Background: an optimization exercise with open tools, aiming at small area and a short achievable clock period. Do not read the settings as production practice.
RTL that was checked went through simulation tests only; none was proved equivalent to the original.
Power figures rest on the tool's default switching activity, not on a simulated workload.

==> 07-20 <==
==> flow/design.v <==
`timescale 1ns / 1ps
module fifo (
	input  [31:0] DI,
	input         RE,
	input         WE,
	input         clk,
	input         rst,
	output [31:0] res,
	output        read_valid,
	output        r_err,
	output        w_err
);
	reg  [4:0]  head;	 
	reg         empty, full;
	reg  [31:0] rsel;	 
	reg         rv;
	reg  [31:0] dout;
	wire rd = RE & ~empty;
	wire wr = WE & (~full | RE);
	assign r_err      = RE & empty;
	assign w_err      = WE & full;
	assign read_valid = rv;
	assign res        = dout;
	reg [31:0] stage [0:31];
	integer k;
	always @(posedge clk)
		if (wr) begin
			stage[0] <= DI;
			for (k = 1; k < 32; k = k + 1)
				stage[k] <= stage[k-1];
		end
	reg [31:0] rdata;
	integer j;
	always @(*) begin
		rdata = 32'd0;
		for (j = 0; j < 32; j = j + 1)
			rdata = rdata | ({32{rsel[j]}} & stage[j]);
	end
	wire up = wr & ~rd;
	wire dn = rd & ~wr;
	wire [4:0] head_p1 = head + 5'd1;
	wire [4:0] head_m1 = head - 5'd1;
	wire [4:0] head_next = rst ? 5'd31 : up ? head_p1 : dn ? head_m1 : head;
	always @(posedge clk) begin
		dout  <= rdata;
		rv    <= ~rst & rd;
		head  <= head_next;
		empty <= rst | (empty & ~up) | (dn & (head == 5'd0));
		full  <= ~rst & ((full & ~dn) | (up & (head == 5'd30)));
		rsel  <= 32'd1 << head_next;
	end
endmodule
==> flow/flow/run.sh <==
#!/bin/bash
# The standard layout with three changes:
#  - the read multiplexer of the standard synthesis is re-mapped with larger
#    AND-OR cells (flow/remap_readmux.py; registers are untouched),
#  - small port buffers (timing repair upsizes those on critical paths),
#  - a clock tree without dummy loads.
# make's output goes to standard_synth.log and standard.log here, each
# tool's own log to orfs/logs/.
set -euo pipefail
ARGS=(
  "BUFFER_PORTS_ARGS=-buffer_cell sky130_fd_sc_hd__buf_1"
  "CTS_ARGS=-sink_clustering_enable -repair_clock_nets -sink_clustering_size 25 -sink_clustering_max_diameter 100 -buf_list sky130_fd_sc_hd__clkbuf_16 -dont_use_dummy_load"
)
bash standard.sh "${ARGS[@]}" synth > standard_synth.log 2>&1
R=orfs/results/sky130hd/fifo/base
cp $R/1_2_yosys.v $R/1_2_yosys_standard.v
python3 flow/remap_readmux.py $R/1_2_yosys_standard.v $R/1_2_yosys.v > remap.log 2>&1
# rebuild the synthesis database from the re-mapped netlist
rm -f $R/1_synth.odb $R/1_synth.sdc
bash standard.sh "${ARGS[@]}" finish > standard.log 2>&1
==> flow/flow/remap_readmux.py <==
#!/usr/bin/env python3
"""Re-map the read multiplexer of a Yosys netlist with fewer, larger cells.

Finds every or4 whose four inputs come from nand4 cells whose inputs all come
from a22oi cells (an AND-OR of 32 two-input terms), and rebuilds it as ten
a222oi plus one a22oi, two nand4 and a nand3, and an or3.  The function is
unchanged; only combinational cells are touched.

usage: remap_readmux.py IN.v OUT.v
"""
import re
import sys
from collections import Counter

P = 'sky130_fd_sc_hd__'
src = open(sys.argv[1]).read()

inst_re = re.compile(r'^\s*(' + P + r'\w+)\s+(\S+)\s*\((.*?)\);\n', re.M | re.S)
pin_re = re.compile(r'\.(\w+)\(([^()]*)\)')
cells = {}
for m in inst_re.finditer(src):
    pins = {k: v.strip() for k, v in pin_re.findall(m.group(3))}
    cells[m.group(2)] = dict(type=m.group(1), pins=pins, span=m.span())

use = Counter()
drv = {}
for n, c in cells.items():
    for k, v in c['pins'].items():
        if k in ('X', 'Y'):
            drv[v] = n
        else:
            use[v] += 1
# nets also used by assign statements or ports count as extra uses
for v in re.findall(r'assign\s+\S+\s*=\s*(\S+?)\s*;', src):
    use[v] += 1


def is_type(n, base):
    return n is not None and re.fullmatch(P + base + r'_\d+', cells[n]['type'])


def net_name(s):
    return s if s.startswith('\\') else s


remove = set()
groups = []
for n, c in cells.items():
    if not is_type(n, 'or4'):
        continue
    terms = []
    inner = []
    ok = True
    for k in ('A', 'B', 'C', 'D'):
        nd = drv.get(c['pins'][k])
        if not is_type(nd, 'nand4') or use[c['pins'][k]] != 1:
            ok = False
            break
        inner.append(nd)
        for kk in ('A', 'B', 'C', 'D'):
            net = cells[nd]['pins'][kk]
            a = drv.get(net)
            if not is_type(a, 'a22oi') or use[net] != 1:
                ok = False
                break
            inner.append(a)
            p = cells[a]['pins']
            terms.append((p['A1'], p['A2']))
            terms.append((p['B1'], p['B2']))
        if not ok:
            break
    if not ok or len(terms) != 32:
        continue
    remove.add(n)
    remove.update(inner)
    groups.append((c['pins']['X'], terms))

# drop the old cells
spans = sorted(cells[n]['span'] for n in remove)
out = []
pos = 0
for a, b in spans:
    out.append(src[pos:a])
    pos = b
out.append(src[pos:])
body = ''.join(out)

wires = []
new = []
k = 0


def cell(t, pins):
    global k
    k += 1
    conn = ',\n'.join('    .%s(%s)' % (p, v if not v.startswith('\\') else v + ' ') for p, v in pins)
    new.append('  %s%s rmx_c%d (\n%s\n  );\n' % (P, t, k, conn))


def wire():
    global k
    k += 1
    w = 'rmx_n%d' % k
    wires.append('  wire %s;\n' % w)
    return w


for out_net, terms in groups:
    g = []
    for i in range(0, 30, 3):
        w = wire()
        t = terms[i:i + 3]
        cell('a222oi_1', [('A1', t[0][0]), ('A2', t[0][1]), ('B1', t[1][0]), ('B2', t[1][1]),
                          ('C1', t[2][0]), ('C2', t[2][1]), ('Y', w)])
        g.append(w)
    w = wire()
    t = terms[30:32]
    cell('a22oi_1', [('A1', t[0][0]), ('A2', t[0][1]), ('B1', t[1][0]), ('B2', t[1][1]), ('Y', w)])
    g.append(w)
    h = [wire(), wire(), wire()]
    cell('nand4_1', [('A', g[0]), ('B', g[1]), ('C', g[2]), ('D', g[3]), ('Y', h[0])])
    cell('nand4_1', [('A', g[4]), ('B', g[5]), ('C', g[6]), ('D', g[7]), ('Y', h[1])])
    cell('nand3_1', [('A', g[8]), ('B', g[9]), ('C', g[10]), ('Y', h[2])])
    cell('or3_1', [('A', h[0]), ('B', h[1]), ('C', h[2]), ('X', out_net)])

i = body.rindex('endmodule')
body = body[:i] + ''.join(wires) + ''.join(new) + body[i:]
open(sys.argv[2], 'w').write(body)
sys.stderr.write('remap_readmux: rebuilt %d multiplexer bits, removed %d cells, added %d\n'
                 % (len(groups), len(remove), len(new)))
==> flow/standard.sh <==
#!/bin/bash
# synth_recipe.tcl (not shown) runs the flow's synth.tcl, then flattens the netlist and writes it again
# the make line also repeats each setting of config.mk as NAME=value (left out here)
make -C /OpenROAD-flow-scripts/flow DESIGN_CONFIG=/design/flow/config.mk WORK_HOME=/design/flow/orfs CLKGATE_MAP_FILE= SYNTH_SCRIPT=/design/flow/synth_recipe.tcl "${@:-finish}"
==> flow/config.mk <==
export PLATFORM = sky130hd
export DESIGN_NAME = fifo
export DESIGN_NICKNAME = fifo
export VERILOG_FILES = /design/flow/design.v
export SDC_FILE = /design/flow/constraint.sdc
export NUM_CORES = 4
export LEC_CHECK = 0
export CAP_MARGIN = 20
export CORE_MARGIN = 2
export CORE_UTILIZATION = 60
export CTS_BUF_LIST = sky130_fd_sc_hd__clkbuf_16
export CTS_CLUSTER_DIAMETER = 100
export CTS_CLUSTER_SIZE = 25
export SETUP_SLACK_MARGIN = 2.7
export SLEW_MARGIN = 20
==> flow/constraint.sdc <==
create_clock -name core_clock -period 5.0 [get_ports {clk}]
set_input_delay 1.0000 -clock core_clock [delete_from_list [all_inputs] [get_ports {clk}]]
set_output_delay 1.0000 -clock core_clock [all_outputs]
set_load 0.01 [all_outputs]
==> 07-12: changes against 07-20 <==
==> flow/design.v, changed modules only <==
module fifo (
	input  [31:0] DI,
	input         RE,
	input         WE,
	input         clk,
	input         rst,
	output [31:0] res,
	output        read_valid,
	output        r_err,
	output        w_err
);
	reg  [5:0]  count;
	reg         empty, full;
	reg  [31:0] rsel;	 
	reg         rv;
	reg  [31:0] dout;
	wire rd = RE & ~empty;
	wire wr = WE & (~full | RE);
	assign r_err      = RE & empty;
	assign w_err      = WE & full;
	assign read_valid = rv;
	assign res        = dout;
	reg [31:0] stage [0:31];
	integer k;
	always @(posedge clk)
		if (wr) begin
			stage[0] <= DI;
			for (k = 1; k < 32; k = k + 1)
				stage[k] <= stage[k-1];
		end
	reg [31:0] rdata;
	integer j;
	always @(*) begin
		rdata = 32'd0;
		for (j = 0; j < 32; j = j + 1)
			rdata = rdata | ({32{rsel[j]}} & stage[j]);
	end
	wire [5:0] count_next = rst ? 6'd0 : count + {5'd0, wr & ~rd} - {5'd0, rd & ~wr};
	wire [4:0] head_next  = count_next[4:0] - 5'd1;
	always @(posedge clk) begin
		dout  <= rdata;
		rv    <= ~rst & rd;
		count <= count_next;
		empty <= count_next == 6'd0;
		full  <= count_next[5];
		rsel  <= 32'd1 << head_next;
	end
endmodule
==> flow/run.sh (new file) <==
#!/bin/bash
# synth_recipe.tcl (not shown) runs the flow's synth.tcl, then flattens the netlist and writes it again
# the make line also repeats each setting of config.mk as NAME=value (left out here)
make -C /OpenROAD-flow-scripts/flow DESIGN_CONFIG=/design/flow/config.mk WORK_HOME=/design/flow/orfs CLKGATE_MAP_FILE= SYNTH_SCRIPT=/design/flow/synth_recipe.tcl finish
Settings changed: SETUP_SLACK_MARGIN 2.7 to 2.9.
removed: flow/flow/run.sh
removed: flow/flow/remap_readmux.py
removed: flow/standard.sh
==> summary of the runs <==
07-12 produced a clean layout. 07-20 completed with no timing, DRC or antenna violations.
Routed wire length: 07-12 is larger than 07-20 (about 3%).
Total power: 07-20 is lower than 07-12 (about 25%).
Against 07-12, the maximum frequency of 07-20 is higher by 5.5%.
Of 07-20 and 07-12, 07-12 has the higher synthesized cell count (gap 9.0%, measured against 07-12).
Of 07-12 and 07-20, 07-20 has the higher sequential share of layout area (gap 2.9 points).
Sequential power: 07-20 is lower than 07-12 (about 10%).
Of 07-20 and 07-12, 07-20 has the higher register-to-register slack (gap 0.28 ns).
Die area: 07-12 is higher than 07-20 (1.5%).
The combinational power of 07-12 is 4.4 times that of 07-20.
In 07-20 the non-clock buffer count is lower than in 07-12, by 2.
Against 07-20, the clock skew of 07-12 is lower by 0.010 ns.
The RTL of 07-12 was laid out without a check of its function.

-- separate check: timing with driven ports --
How much do the figures lean on ideal ports? The routed layouts below were timed once more, with nothing changed but the port constraints. Step 1 (the two cells are an assumption about what drives the block):
set clk [get_ports {clk}]
set_driving_cell -lib_cell sky130_fd_sc_hd__clkbuf_16 $clk
set_driving_cell -lib_cell sky130_fd_sc_hd__buf_2 [delete_from_list [all_inputs] $clk]
Step 2 times the ports against the registers' clock, not the clock port: input delays grow and output delays shrink by t, the midpoint of the rising clock arrivals with the driver on. a / b / c = ideal ports / drivers / drivers and shift; a / b = the first two.
run	shift t [ns]	setup slack, ns	hold slack, ns
07-20	0.685	2.652 / 2.614 / 2.067	0.451 / 0.451 / 0.451
07-12	0.695	2.523 / 2.540 / 1.845	0.451 / 0.451 / 0.451
After both steps every run listed still meets setup and hold. For 07-12, which loses most, drivers alone change the setup slack by +0.017 ns; drivers and shift together by -0.678 ns.
